Background: an optimization exercise with open tools, aiming at small area, a short achievable clock period and few clock cycles per item. Do not read the settings as production practice. RTL that was checked went through simulation tests only; none was proved equivalent to the original. No activity file was given, so power comes from the tool's default toggle rates.

job 1884:
## alu
module alu(
        input clk,
        input rst,
        input [2:0] operation,
        input [15:0] srcA_i,
        input [15:0] srcB_i,
        input [15:0] sortNum0_i,
        input [15:0] sortNum1_i,
        input [15:0] sortNum2_i,
        input [15:0] sortNum3_i,
        input [15:0] sortNum4_i,
        input [15:0] sortNum5_i,
        input [15:0] sortNum6_i,
        input [15:0] sortNum7_i,
        input [15:0] sortNum8_i,
        output [15:0] data_o,
        output [15:0] sortNum0_o,
        output [15:0] sortNum1_o,
        output [15:0] sortNum2_o,
        output [15:0] sortNum3_o,
        output [15:0] sortNum4_o,
        output [15:0] sortNum5_o,
        output [15:0] sortNum6_o,
        output [15:0] sortNum7_o,
        output [15:0] sortNum8_o,
        output reg        done
);
localparam [2:0] OP_ADD  = 3'd0;
localparam [2:0] OP_SUB  = 3'd1;
localparam [2:0] OP_MUL  = 3'd2;
localparam [2:0] OP_DIV  = 3'd3;
localparam [2:0] OP_SORT = 3'd4;
wire [15:0] a = srcA_i;
wire [15:0] b = srcB_i;
reg  [3:0]  cnt;
reg  [15:0] H, L, D;
reg  [16:0] E;          
reg         prev;       
reg  [8:0]  cmp;        
reg  [15:0] R;          
reg         fmax, fmin;
reg  [15:0] S [0:8];
assign data_o = {(R[15] & ~fmax) | fmin, (R[14:0] | {15{fmax}}) & ~{15{fmin}}};
assign sortNum0_o = S[0];
assign sortNum1_o = S[1];
assign sortNum2_o = S[2];
assign sortNum3_o = S[3];
assign sortNum4_o = S[4];
assign sortNum5_o = S[5];
assign sortNum6_o = S[6];
  ...
For scale: roughly 280 flip-flops, about 340 I/O pins, roughly 20000 um^2 of cells after synthesis.
export LEC_CHECK = 0
export CAP_MARGIN = 20
export CELL_PAD_IN_SITES_DETAIL_PLACEMENT = 1
export CELL_PAD_IN_SITES_GLOBAL_PLACEMENT = 2
export CORE_MARGIN = 2
export CORE_UTILIZATION = 35
export GPL_ROUTABILITY_DRIVEN = 0
export PLACE_DENSITY = 0.6
export SETUP_SLACK_MARGIN = 1.1
export SLEW_MARGIN = 20
create_clock -name core_clock -period 5.0 [get_ports {clk}]
standard.sh (not shown) runs the stock make flow with config.mk's settings and CLKGATE_MAP_FILE= SYNTH_SCRIPT=/design/flow/synth_recipe.tcl, a recipe that flattens the netlist after the stock synthesis.
==> flow/flow/run.sh <==
#!/bin/bash
# The standard layout, except that the port buffers are buf_1 cells
# (buffer_ports would otherwise pick its lowest-drive buffer, a delay cell).
export BUFFER_PORTS_ARGS="-buffer_cell sky130_fd_sc_hd__buf_1"
bash standard.sh > standard.log 2>&1
Here is what was changed in the inputs of job 2025 compared with job 1884.
--- a/flow/config.mk
+++ b/flow/config.mk
@@ -15 +15 @@
-export SETUP_SLACK_MARGIN = 1.1
+export SETUP_SLACK_MARGIN = 1.2
Findings:
- Job 2025 completed end to end with timing, DRC and antenna clean.
- Wire length in job 2025 vs job 1884: up 930 um
- Maximum frequency in job 2025 is 0.0013 GHz above job 1884.
- Core utilization of the finished layout delta (job 2025 -> job 1884): insignificant
- Mean area per synthesized cell essentially unchanged between job 1884 and job 2025.
- From job 1884 to job 2025, net count after synthesis did not move at all.
> inputs changed (job 2025 -> job 5174)
--- a/flow/config.mk
+++ b/flow/config.mk
@@ -15 +15 @@
-export SETUP_SLACK_MARGIN = 1.2
+export SETUP_SLACK_MARGIN = 1.0
## What came out
Total power: job 5174 below job 2025
Time the worst path needs with I/O delays and setup was higher in job 5174 than in job 2025.
Relative to job 2025, register-to-register slack has decreased by 0.07 ns in job 5174.
Function was not checked in any run of this note: the RTL went through the layout flow alone.

## try-raven
Another version of the RTL of alu (not shown whole).
For scale: ~2200 cells after synthesis, ~250 flip-flops, about 20000 µm² of cells after synthesis.
clock: 5.0 ns
lec_check: 0
cap_margin: 20
cell_pad_in_sites_detail_placement: 1
cell_pad_in_sites_global_placement: 2
core_margin: 2
core_utilization: 25
place_density: 0.5
setup_slack_margin: 1.2
slew_margin: 20
Scripts as last shown in full above: flow/flow/run.sh
Testbench counts of try-raven, summed over its fixed seeds: cycles 10,488, items 1,600.
The inputs of try-delta differ from those of try-raven as listed below.
Settings: SETUP_SLACK_MARGIN: 1.2 -> 1.0; CORE_UTILIZATION: 25 -> 35; PLACE_DENSITY: 0.5 -> 0.6; ABC_AREA: unset -> 1.
Results
- Taking try-raven as the reference, in try-delta global-route wire length before repair +6800 µm; routed wire length rose 2.1%.
- The number of buffers outside the clock class in the layout in try-delta is 0.78 times that in try-raven.
Input changes introduced in try-zinc (baseline for comparison: try-delta):
Settings: CTS_CLUSTER_DIAMETER newly set to 100; PLACE_DENSITY changed from 0.6 to 0.5; ABC_AREA removed (was 1); CTS_CLUSTER_SIZE newly set to 30; CORE_UTILIZATION changed from 35 to 25.
==> run summary <==
The highest metal layer with signal wires comes out met4 in one run and met5 in the other, namely in try-delta and try-zinc respectively.
The share of cells above drive strength 1 in try-zinc was higher than what try-delta gave.
[compare] base=try-delta new=try-zinc: power after layout moved down; fraction of the mapped netlist area in adder cells moved up; buffer count excluding the clock tree in the final layout moved up.
Input-level comparison between try-fjord and try-zinc:
Settings: setting TNS_END_PERCENT to 30 for the first time; changing PLACE_DENSITY from 0.5 to 0.6; changing CORE_UTILIZATION from 25 to 35; removing CTS_CLUSTER_DIAMETER (formerly 100); removing CTS_CLUSTER_SIZE (formerly 30).
--- outcome ---
try-fjord vs try-zinc: number of well-tap cells placed down by more than a quarter
Delta(sequential power share, try-fjord - try-zinc) < 0
When try-fjord is set beside try-zinc, its fmax turns out to be 1.8 MHz smaller.
Side by side, buffer count from post-CTS setup fixing turned out lower in try-fjord than in try-zinc.
Run comparison: try-fjord start point of the critical path cnt[2]; try-zinc start point of the critical path srcA_i[0]
sky130_fd_sc_hd__or3b_4 as the cell with the biggest individual delay on the critical path was reported by try-zinc, and sky130_fd_sc_hd__ha_2 by try-fjord.
Changes in try-indigo relative to try-fjord:
Settings: CTS_CLUSTER_DIAMETER: unset -> 80; CTS_CLUSTER_SIZE: unset -> 20; TNS_END_PERCENT: 30 -> unset.
- Wire length of the first global-routing pass across try-indigo and try-fjord: no real change.
- Total power of try-indigo is lower than that of try-fjord.
- The number of buffers on the longest clock path of try-indigo and that of try-fjord are within noise of each other.
- [compare] base=try-fjord new=try-indigo: proportion of power drawn by the clock network lower, global routing usage on met3 lower, sequential group power roughly the same.
- Any difference in final cell count without fillers between try-fjord and try-indigo is small enough to ignore.
- try-indigo vs try-fjord on proportion of cell area occupied by multi-input gates: try-indigo is the higher one.

alu, a different RTL version from the one above (not shown whole).
Size in the first run: roughly 2300 cells after synthesis, roughly 250 flip-flops, ~340 I/O pins, roughly 21000 sq um of cells after synthesis.
==> flow/config.mk <==
export PLATFORM = sky130hd
export DESIGN_NAME = alu
export DESIGN_NICKNAME = alu
export VERILOG_FILES = /design/flow/design.v
export SDC_FILE = /design/flow/constraint.sdc
export NUM_CORES = 4
export LEC_CHECK = 0
export CAP_MARGIN = 20
export CELL_PAD_IN_SITES_DETAIL_PLACEMENT = 1
export CELL_PAD_IN_SITES_GLOBAL_PLACEMENT = 2
export CORE_MARGIN = 2
export CORE_UTILIZATION = 25
export PLACE_DENSITY = 0.5
export SETUP_SLACK_MARGIN = 1.5
export SLEW_MARGIN = 20
==> flow/constraint.sdc <==
create_clock -name core_clock -period 5.0 [get_ports {clk}]
set_input_delay 1.0000 -clock core_clock [delete_from_list [all_inputs] [get_ports {clk}]]
set_output_delay 1.0000 -clock core_clock [all_outputs]
set_load 0.01 [all_outputs]
Scripts as last shown in full above: flow/flow/run.sh
Testbench counts at the start, summed over its fixed seeds: cycles 10,811, items 1,600.
Rerun with:
==> flow/run.sh (new file) <==
#!/bin/bash
# synth_recipe.tcl (not shown) runs the flow's synth.tcl, then flattens the netlist and writes it again
# the make line also repeats each setting of config.mk as NAME=value (left out here)
make -C /OpenROAD-flow-scripts/flow DESIGN_CONFIG=/design/flow/config.mk WORK_HOME=/design/flow/orfs CLKGATE_MAP_FILE= SYNTH_SCRIPT=/design/flow/synth_recipe.tcl finish
Settings changed: SETUP_SLACK_MARGIN 1.5 to 1.0.
removed: flow/flow/run.sh
removed: flow/standard.sh
Result: The changed run ran to the end with no violations; clock-buffer cell count went up by 5; design area went up slightly; worst setup slack got worse by 0.096 ns; worst hold slack improved by 0.28 ns; die area stays the same; critical path depth went up by 14; power went down by a few percent; via count went down slightly; sequential share of layout area went down by 0.44 points.
Rerun with:
==> flow/flow/run.sh (new file) <==
#!/bin/bash
# The standard layout, except that the port buffers are buf_1 cells
# (buffer_ports would otherwise pick its lowest-drive buffer, a delay cell).
export BUFFER_PORTS_ARGS="-buffer_cell sky130_fd_sc_hd__buf_1"
bash standard.sh > standard.log 2>&1
==> flow/standard.sh (new file) <==
#!/bin/bash
# synth_recipe.tcl (not shown) runs the flow's synth.tcl, then flattens the netlist and writes it again
# the make line also repeats each setting of config.mk as NAME=value (left out here)
make -C /OpenROAD-flow-scripts/flow DESIGN_CONFIG=/design/flow/config.mk WORK_HOME=/design/flow/orfs CLKGATE_MAP_FILE= SYNTH_SCRIPT=/design/flow/synth_recipe.tcl "${@:-finish}"
removed: flow/run.sh
After rerunning: The new run finished with timing, DRC and antenna clean. Utilization goes down by 3.0 points. Routed wire length goes down by about 4%. Setup slack improves by 0.022 ns. Synthesized cell count stays the same.

alu, a different RTL version from the one above (not shown whole).
Size: roughly 2200 cells after synthesis.
// alu
module alu(
        input clk,
        input rst,
        input [2:0] operation,
        input [15:0] srcA_i,
        input [15:0] srcB_i,
        input [15:0] sortNum0_i,
        input [15:0] sortNum1_i,
        input [15:0] sortNum2_i,
        input [15:0] sortNum3_i,
        input [15:0] sortNum4_i,
        input [15:0] sortNum5_i,
        input [15:0] sortNum6_i,
        input [15:0] sortNum7_i,
        input [15:0] sortNum8_i,
        output [15:0] data_o,
        output [15:0] sortNum0_o,
        output [15:0] sortNum1_o,
        output [15:0] sortNum2_o,
        output [15:0] sortNum3_o,
        output [15:0] sortNum4_o,
        output [15:0] sortNum5_o,
        output [15:0] sortNum6_o,
        output [15:0] sortNum7_o,
        output [15:0] sortNum8_o,
        output reg        done
);
Settings: LEC_CHECK=0, CAP_MARGIN=20, CELL_PAD_IN_SITES_DETAIL_PLACEMENT=1, CELL_PAD_IN_SITES_GLOBAL_PLACEMENT=2, CORE_MARGIN=2, CORE_UTILIZATION=35, GPL_ROUTABILITY_DRIVEN=0, PLACE_DENSITY=0.65, SETUP_SLACK_MARGIN=1.0, SLEW_MARGIN=20; clock period 5.0 ns.
==> flow/flow/run.sh <==
#!/bin/bash
# The standard layout, except that the port buffers are buf_1 cells
# (buffer_ports would otherwise pick its lowest-drive buffer, a delay cell).
export BUFFER_PORTS_ARGS="-buffer_cell sky130_fd_sc_hd__buf_1"
bash standard.sh > standard.log 2>&1
Testbench counts at the start, summed over its fixed seeds: cycles 10,165, items 1,600.
Change:
--- a/flow/config.mk
+++ b/flow/config.mk
@@ -12,4 +12,3 @@
 export CORE_UTILIZATION = 35
-export GPL_ROUTABILITY_DRIVEN = 0
-export PLACE_DENSITY = 0.65
+export PLACE_DENSITY = 0.6
 export SETUP_SLACK_MARGIN = 1.0
Cell count climbs by 0.69%.
Combinational power climbs by about 2%.
Sequential power stays flat.
Synthesized area stays the same.
Global-route usage climbs by 0.11 points.
First-iteration DRC count drops by about 1.2%.
Register-to-register slack got worse by 100 ps.
Die area is unchanged.
Change:
--- a/flow/config.mk
+++ b/flow/config.mk
@@ -11,4 +11,4 @@
 export CORE_MARGIN = 2
-export CORE_UTILIZATION = 35
-export PLACE_DENSITY = 0.6
+export CORE_UTILIZATION = 40
+export PLACE_DENSITY = 0.7
 export SETUP_SLACK_MARGIN = 1.0
Effect: The new run completed with no timing, DRC or antenna violations. Wire length drops by 2.1%. Cell count drops by 4.3%. First-iteration DRC count climbs by 31%. Area after synthesis is unchanged. Worst hold slack is worse by 15 ps.
Change:
--- a/flow/config.mk
+++ b/flow/config.mk
@@ -11,5 +11,5 @@
 export CORE_MARGIN = 2
-export CORE_UTILIZATION = 40
-export PLACE_DENSITY = 0.7
-export SETUP_SLACK_MARGIN = 1.0
+export CORE_UTILIZATION = 35
+export PLACE_DENSITY = 0.6
+export SETUP_SLACK_MARGIN = 0.9
 export SLEW_MARGIN = 20
The new run ran to the end with no violations; total power decreases by 1.3%; wire length came out higher by 2.7%; sequential power stays flat; via count came out lower by 1.9%; first-iteration DRC count shrinks by 29%; setup slack loses 95 ps; worst hold slack gets better by 12 ps; count of clock-buffer cells in the layout went up by 6; critical path depth climbs by 2; global-route usage went down by 3.3 points.

alu again, from the RTL that the note above started with.
Settings: LEC_CHECK=0, CAP_MARGIN=20, CELL_PAD_IN_SITES_DETAIL_PLACEMENT=1, CELL_PAD_IN_SITES_GLOBAL_PLACEMENT=2, CORE_MARGIN=2, CORE_UTILIZATION=30, GPL_ROUTABILITY_DRIVEN=0, PLACE_DENSITY=0.55, SETUP_SLACK_MARGIN=1.0, SLEW_MARGIN=20; clock period 5.0 ns.
Scripts as last shown in full above: flow/flow/run.sh
The baseline went through all stages and came out clean.
Testbench counts at the start, summed over its fixed seeds: cycles 10,165, items 1,600.
Next try:
CORE_UTILIZATION = 35   (was 30)
GPL_TIMING_DRIVEN = 0   (was unset)
PLACE_DENSITY = 0.6   (was 0.55)
What happened: Clock-buffer cell count shrinks by 4; worst setup slack degrades by 0.19 ns; maximum frequency is lower by about 5%; routed wire length went up by about 3%; total power is higher by about 3.4%; cell area climbs by 3.6%; critical path depth is higher by 3.

Setup of run A:
The RTL this note starts from:
==> flow/design.v <==
module alu(
        input clk,
        input rst,
        input [2:0] operation,
        input [15:0] srcA_i,
        input [15:0] srcB_i,
        input [15:0] sortNum0_i,
        input [15:0] sortNum1_i,
        input [15:0] sortNum2_i,
        input [15:0] sortNum3_i,
        input [15:0] sortNum4_i,
        input [15:0] sortNum5_i,
        input [15:0] sortNum6_i,
        input [15:0] sortNum7_i,
        input [15:0] sortNum8_i,
        output [15:0] data_o,
        output [15:0] sortNum0_o,
        output [15:0] sortNum1_o,
        output [15:0] sortNum2_o,
        output [15:0] sortNum3_o,
        output [15:0] sortNum4_o,
        output [15:0] sortNum5_o,
        output [15:0] sortNum6_o,
        output [15:0] sortNum7_o,
        output [15:0] sortNum8_o,
        output reg        done
);
localparam [2:0] OP_ADD  = 3'd0;
localparam [2:0] OP_SUB  = 3'd1;
localparam [2:0] OP_MUL  = 3'd2;
localparam [2:0] OP_DIV  = 3'd3;
localparam [2:0] OP_SORT = 3'd4;
wire [15:0] a = srcA_i;
wire [15:0] b = srcB_i;
reg  [3:0]  cnt;
reg  [15:0] H, L, D;
reg  [16:0] D3;
reg         prev;       
reg  [8:0]  cmp;        
reg  [15:0] R;          
reg         fmax, fmin;
reg  [15:0] S [0:8];
assign data_o = {(R[15] & ~fmax) | fmin, (R[14:0] | {15{fmax}}) & ~{15{fmin}}};
assign sortNum0_o = S[0];
assign sortNum1_o = S[1];
assign sortNum2_o = S[2];
assign sortNum3_o = S[3];
assign sortNum4_o = S[4];
assign sortNum5_o = S[5];
assign sortNum6_o = S[6];
assign sortNum7_o = S[7];
assign sortNum8_o = S[8];
wire first = (cnt == 4'd0);
function gt24;
        input [23:0] x;
        input [23:0] y;
        reg   [23:0] g, p;
        reg   [11:0] g1, p1;
        reg   [5:0]  g2, p2;
        reg   [2:0]  g3, p3;
        integer i;
        begin
                g = x & ~y;
                p = x | ~y;
                for (i = 0; i < 12; i = i + 1) begin
                        g1[i] = g[2*i+1] | (p[2*i+1] & g[2*i]);
                        p1[i] = p[2*i+1] & p[2*i];
                end
                for (i = 0; i < 6; i = i + 1) begin
                        g2[i] = g1[2*i+1] | (p1[2*i+1] & g1[2*i]);
                        p2[i] = p1[2*i+1] & p1[2*i];
                end
                for (i = 0; i < 3; i = i + 1) begin
                        g3[i] = g2[2*i+1] | (p2[2*i+1] & g2[2*i]);
                        p3[i] = p2[2*i+1] & p2[2*i];
                end
                gt24 = g3[2] | (p3[2] & (g3[1] | (p3[1] & g3[0])));
        end
endfunction
function [15:0] lor16;
        input [15:0] x;
        integer i;
        begin
                lor16[0] = 1'b0;
                for (i = 1; i < 16; i = i + 1)
                        lor16[i] = lor16[i-1] | x[i-1];
        end
endfunction
wire        is_sub = operation[0];
wire [15:0] as_r   = a + (b ^ {16{is_sub}}) + {15'd0, is_sub};
wire        as_ov  = ~a[15] & (b[15] ^ ~is_sub) & as_r[15];
wire        as_un  =  a[15] & (b[15] ^  is_sub) & ~as_r[15];
wire [15:0] na   = a ^ lor16(a);              
wire [15:0] m1_h = {16{b[0]}} & {na[15], na[15:1]};
reg         e1p, e1n, e2p, e2n;                        
wire [2:0]  bq  = first ? b[2:0] : L[3:1];             
wire [15:0] y1  = (D & {16{e1p | e1n}}) ^ {16{e1n}};
wire [15:0] y2  = (D & {16{e2p | e2n}}) ^ {16{e2n}};
wire        c1  = e1n;
wire [15:0] ms  = H ^ y1;
wire [15:0] mk  = H & y1;
wire        mt0 = ms[0] & c1;
wire        mo1 = ms[0] ^ c1;                          
wire [15:0] ua  = {1'b0, ms[15:1]};
wire [15:0] ub  = {1'b0, mk[14:0]};
wire        uc  = {ua[13:0], mt0} > {~ub[13:0], 1'b0};   
wire        mf  = (ua[14] | ub[14] | uc) & ~(ua[14] & ub[14] & uc);   
wire [15:0] cs_s = ua ^ ub ^ y2;
wire [15:0] cs_c = (ua & ub) | (ua & y2) | (ub & y2);
wire [15:0] s2r  = cs_s + {cs_c[14:0], mt0} + {15'd0, e2n};
wire [15:0] s2   = {s2r[15] ^ mf, s2r[14:0]};
wire        rnd  = (L[10] & ^L[9:1]) | (L[11] & L[10] & ~^L[9:1]);
wire [4:0]  ql   = L[15:11] + {4'd0, rnd};
wire        c5   = rnd & (&L[15:11]);
wire [10:0] fa_  = H[10:0];
wire [10:0] fb_  = y1[10:0];
wire [10:0] fc_  = {9'd0, c1 & c5, c1 ^ c5};
wire [10:0] qh   = (fa_ ^ fb_ ^ fc_) + {((fa_ & fb_) | (fa_ & fc_) | (fb_ & fc_)), 1'b0};
wire [15:0] mq   = {qh, ql};
wire        sgn  = a[15] ^ b[15];
wire [15:0] am  = a ^ ({16{a[15]}} & lor16(a));      
wire [15:0] bm  = b ^ ({16{b[15]}} & lor16(b));      
wire [15:0] nb  = b ^ {16{b[15]}};
wire [16:0] t3a = {1'b0, nb};
wire [16:0] t3b = {nb, 1'b0};
wire [16:0] t3c = {15'd0, b[15], b[15]};
wire [16:0] bm3 = (t3a ^ t3b ^ t3c) + {((t3a & t3b) | (t3a & t3c) | (t3b & t3c)), 1'b0};
wire        bz    = (b == 16'd0);
wire        b1    = (b == 16'd1) | (b == 16'hffff);
wire        dv_g1 = am[15] & bz;
wire [1:0]  dv_t1 = {am[15], am[14]};
wire        dv_g2 = ((dv_t1 != 2'd0) & bz) | (dv_t1[1] & b1);
wire [1:0]  dv_t2 = (dv_g2 & b1) ? dv_t1 - 2'd1 : dv_t1;
wire [16:0] X    = {H, L[15]};
wire        h_gt = H[14:0] > D[14:0];
wire        h_eq = (H[14:0] == D[14:0]);
wire        d_g1 = (H[15] & ~D[15]) | (~(H[15] ^ D[15]) & h_gt);           
wire        d_ms = H[15] & ~D[15] & (h_gt | h_eq);                         
wire        d_ca = X[15:0] > D;
wire        x_gt = X[15:0] > D3[15:0];
wire        d_c3 = (X[16] & ~D3[16]) | (~(X[16] ^ D3[16]) & x_gt);         
wire        d_ch = X[16] & ~D3[16] & x_gt;                                 
wire        d_g2 = d_g1 ? (d_ms ? d_ch : d_c3) : d_ca;
wire [14:0] r0   = X[14:0];
wire [14:0] r1   = X[14:0] - D[14:0];
wire [14:0] r2   = X[14:0] - {D[13:0], 1'b0};
wire [14:0] r3   = X[14:0] - D3[14:0];
wire [14:0] rA   = d_g1 ? r2 : r0;
wire [14:0] rB   = d_g1 ? r3 : r1;
wire [14:0] rr   = d_g2 ? rB : rA;
wire [15:0] dq  = {L[13:0], d_g1, d_g2};
wire [15:0] orl = lor16({2'b00, L[13:0]});
wire        glo = d_g1 | d_g2;
wire [15:0] d_res = sgn ? {L[13:0] ^ (orl[13:0] | {14{glo}}), d_g1 ^ d_g2, d_g2} : dq;
wire [15:0] xin [0:8];
assign xin[0] = sortNum0_i;
assign xin[1] = sortNum1_i;
assign xin[2] = sortNum2_i;
assign xin[3] = sortNum3_i;
assign xin[4] = sortNum4_i;
assign xin[5] = sortNum5_i;
assign xin[6] = sortNum6_i;
assign xin[7] = sortNum7_i;
assign xin[8] = sortNum8_i;
reg  [15:0] sel;
integer u;
always @* begin
        sel = 16'd0;
        for (u = 0; u < 9; u = u + 1)
                sel = sel | (xin[u] & {16{cnt == u || (u == 8 && cnt > 8)}});
end
reg [8:0] cmp_n;
integer j;
always @* begin
        for (j = 0; j < 9; j = j + 1)
                cmp_n[j] = {sel, 1'b1} > {xin[j], ~(j < cnt)};
end
reg [3:0] rank;
integer k;
always @* begin
        rank = 4'd0;
        for (k = 0; k < 9; k = k + 1)
                rank = rank + {3'd0, cmp[k]};
end
wire last = (operation == OP_MUL)  ? (cnt == 4'd8)  :
            (operation == OP_DIV)  ? (cnt == 4'd12) :
            (operation == OP_SORT) ? (cnt == 4'd9)  : 1'b1;
always @(posedge clk or posedge rst) begin
        if (rst) begin
                cnt  <= 4'd0;
                done <= 1'b0;
        end else begin
                cnt  <= last ? 4'd0 : cnt + 4'd1;
                done <= last;
        end
end
always @(posedge clk) begin
        cmp <= cmp_n;
        D3  <= bm3;
        e1p <= ~bq[1] & bq[0];
        e1n <= bq[1] & ~bq[0];
        e2p <= ~bq[2] & bq[1];
        e2n <= bq[2] & ~bq[1];
        case (operation)
        OP_MUL: begin
                if (first) begin
                        H    <= m1_h;
                        L    <= {a[0] & b[0], b[15:1]};
                        prev <= b[0];
                end else begin
                        H    <= {s2[15], s2[15:1]};
                        L    <= {s2[0], mo1, L[15:2]};
                        prev <= L[1];
                end
                D    <= a;
                R    <= mq;
                fmax <= ~sgn & mq[15];
                fmin <= sgn & ~mq[15];
        end
        OP_DIV: begin
                if (first) begin
                        H <= {13'd0, dv_t2, am[13]};
                        L <= {am[12:0], 1'b0, dv_g1, dv_g2};
                end else begin
                        H <= {rr, L[14]};
                        L <= {L[13:0], d_g1, d_g2};
                end
                prev <= L[1];
                D    <= bm;
                R    <= d_res;
                fmax <= 1'b0;
                fmin <= 1'b0;
        end
        OP_SORT: begin
                H    <= {s2[15], s2[15:1]};
                L    <= {s2[0], mo1, L[15:2]};
                prev <= L[1];
                D    <= sel;
                R    <= as_r;
                fmax <= as_ov;
                fmin <= as_un;
        end
        default: begin
                H    <= {s2[15], s2[15:1]};
                L    <= {s2[0], mo1, L[15:2]};
                prev <= L[1];
                D    <= a;
                R    <= as_r;
                fmax <= as_ov;
                fmin <= as_un;
        end
        endcase
end
integer p;
always @(posedge clk)
        if (operation == OP_SORT && !first)
                for (p = 0; p < 9; p = p + 1)
                        if (rank == p) S[p] <= D;
endmodule
make LEC_CHECK=0 CAP_MARGIN=20 CELL_PAD_IN_SITES_DETAIL_PLACEMENT=1 CELL_PAD_IN_SITES_GLOBAL_PLACEMENT=2 CORE_MARGIN=2 CORE_UTILIZATION=25 PLACE_DENSITY=0.5 SETUP_SLACK_MARGIN=1.5 SLEW_MARGIN=20 finish   # period 5.0 ns
run.sh (not shown) runs the stock make flow with config.mk's settings and CLKGATE_MAP_FILE= SYNTH_SCRIPT=/design/flow/synth_recipe.tcl, a recipe that flattens the netlist after the stock synthesis.
Stock flow here: none of the scripts above is used.
Run A was carried through to the last stage, and its layout satisfied the timing, DRC and antenna checks.
Testbench counts of run A, summed over its fixed seeds: cycles 10,811, items 1,600.
> inputs changed (run A -> run B)
# run A
export LEC_CHECK = 0
export CAP_MARGIN = 20
export CELL_PAD_IN_SITES_DETAIL_PLACEMENT = 1
export CELL_PAD_IN_SITES_GLOBAL_PLACEMENT = 2
export CORE_MARGIN = 2
export CORE_UTILIZATION = 25
export PLACE_DENSITY = 0.5
export SETUP_SLACK_MARGIN = 1.5
export SLEW_MARGIN = 20
create_clock -name core_clock -period 5.0 [get_ports {clk}]
# run B
export LEC_CHECK = 0
export CAP_MARGIN = 20
export CELL_PAD_IN_SITES_DETAIL_PLACEMENT = 1
export CELL_PAD_IN_SITES_GLOBAL_PLACEMENT = 2
export CORE_MARGIN = 2
export CORE_UTILIZATION = 50
export CTS_BUF_LIST = sky130_fd_sc_hd__clkbuf_4 sky130_fd_sc_hd__clkbuf_8
export PLACE_DENSITY = 0.7
export SETUP_SLACK_MARGIN = 1.0
export SLEW_MARGIN = 20
create_clock -name core_clock -period 5.0 [get_ports {clk}]
Results
- Run B: it failed during global placement (3_3_place_gp), and the tool reported GPL-0301.
- Going from run A to run B, effective utilization at floorplan climbed 26 points; synthesized cell count neither gained nor lost much; horizontal die dimension shrank by 84 microns; per-instance average area after synthesis comparable; proportion of synthesized flip-flops having asynchronous set or reset comparable.
- In the reports for run A and run B, the larger die height belongs to run A.
- Run A -> run B: number of I/O pins delta 0, exact match

[re-timing with driven ports]
How much do the figures lean on ideal ports? The routed layouts below were timed once more, with nothing changed but the port constraints.
Step 1, drivers: a clkbuf_16 drives clk and a buf_2 each remaining input, both assumed.
Step 2 adds t to the input delays and takes it off the output delays; t is the mean of the earliest and latest rising clock arrival at the registers after step 1. Input paths then give back, and output paths get back, about the clock's delay inside the block.
a / b / c = ideal / step 1 / step 2; a / b = the first two.
run | t (ns) | setup slack, ns | hold WS [ns] | clock arrival spread, ns | worst register clock-pin slew, ns
job 1884 | 0.613 | 1.229 / 1.229 / 0.765 | 0.453 / 0.407 / 0.563 | 0.026 / 0.025 | 0.06 / 0.06
job 2025 | 0.613 | 1.247 / 1.247 / 0.743 | 0.434 / 0.393 / 0.559 | 0.023 / 0.022 | 0.06 / 0.06
job 5174 | 0.616 | 1.177 / 1.177 / 0.639 | 0.426 / 0.388 / 0.549 | 0.029 / 0.028 | 0.07 / 0.07
try-raven | 0.607 | 1.186 / 1.186 / 0.608 | 0.320 / 0.273 / 0.549 | 0.043 / 0.044 | 0.06 / 0.06
try-delta | 0.663 | 1.160 / 1.160 / 0.824 | 0.275 / 0.233 / 0.562 | 0.034 / 0.034 | 0.07 / 0.07
try-zinc | 0.619 | 1.136 / 1.140 / 0.540 | 0.319 / 0.273 / 0.559 | 0.041 / 0.041 | 0.11 / 0.11
try-fjord | 0.647 | 1.109 / 1.109 / 0.522 | 0.289 / 0.248 / 0.509 | 0.019 / 0.018 | 0.07 / 0.07
try-indigo | 0.596 | 1.076 / 1.076 / 0.621 | 0.323 / 0.276 / 0.548 | 0.023 / 0.022 | 0.08 / 0.08
the first run of note 3 | 0.623 | 1.137 / 1.137 / 0.544 | 0.327 / 0.289 / 0.614 | 0.034 / 0.034 | 0.07 / 0.07
the second run of note 3 | 0.631 | 1.041 / 1.060 / 0.433 | 0.608 / 0.600 / 0.608 | 0.050 / 0.050 | 0.07 / 0.07
the third run of note 3 | 0.607 | 1.063 / 1.075 / 0.468 | 0.295 / 0.250 / 0.576 | 0.060 / 0.059 | 0.07 / 0.07
the first run of note 4 | 0.649 | 1.180 / 1.180 / 0.583 | 0.289 / 0.247 / 0.544 | 0.018 / 0.019 | 0.07 / 0.07
the second run of note 4 | 0.647 | 1.081 / 1.081 / 0.580 | 0.299 / 0.258 / 0.577 | 0.024 / 0.024 | 0.07 / 0.07
the third run of note 4 | 0.637 | 1.089 / 1.089 / 0.558 | 0.284 / 0.251 / 0.534 | 0.027 / 0.027 | 0.07 / 0.07
the fourth run of note 4 | 0.638 | 0.994 / 0.994 / 0.522 | 0.296 / 0.255 / 0.537 | 0.023 / 0.024 | 0.07 / 0.07
the first run of note 5 | 0.652 | 1.149 / 1.163 / 0.536 | 0.293 / 0.251 / 0.520 | 0.014 / 0.014 | 0.06 / 0.06
the second run of note 5 | 0.649 | 0.954 / 0.972 / 0.323 | 0.284 / 0.239 / 0.486 | 0.026 / 0.025 | 0.07 / 0.07
run A | 0.631 | 0.760 / 0.760 / 0.477 | 0.621 / 0.596 / 0.621 | 0.032 / 0.033 | 0.07 / 0.07
After both steps setup and hold are still met in every run listed. For the second run of note 5, which loses most, drivers alone change the setup slack by +0.018 ns; drivers and shift together by -0.631 ns.
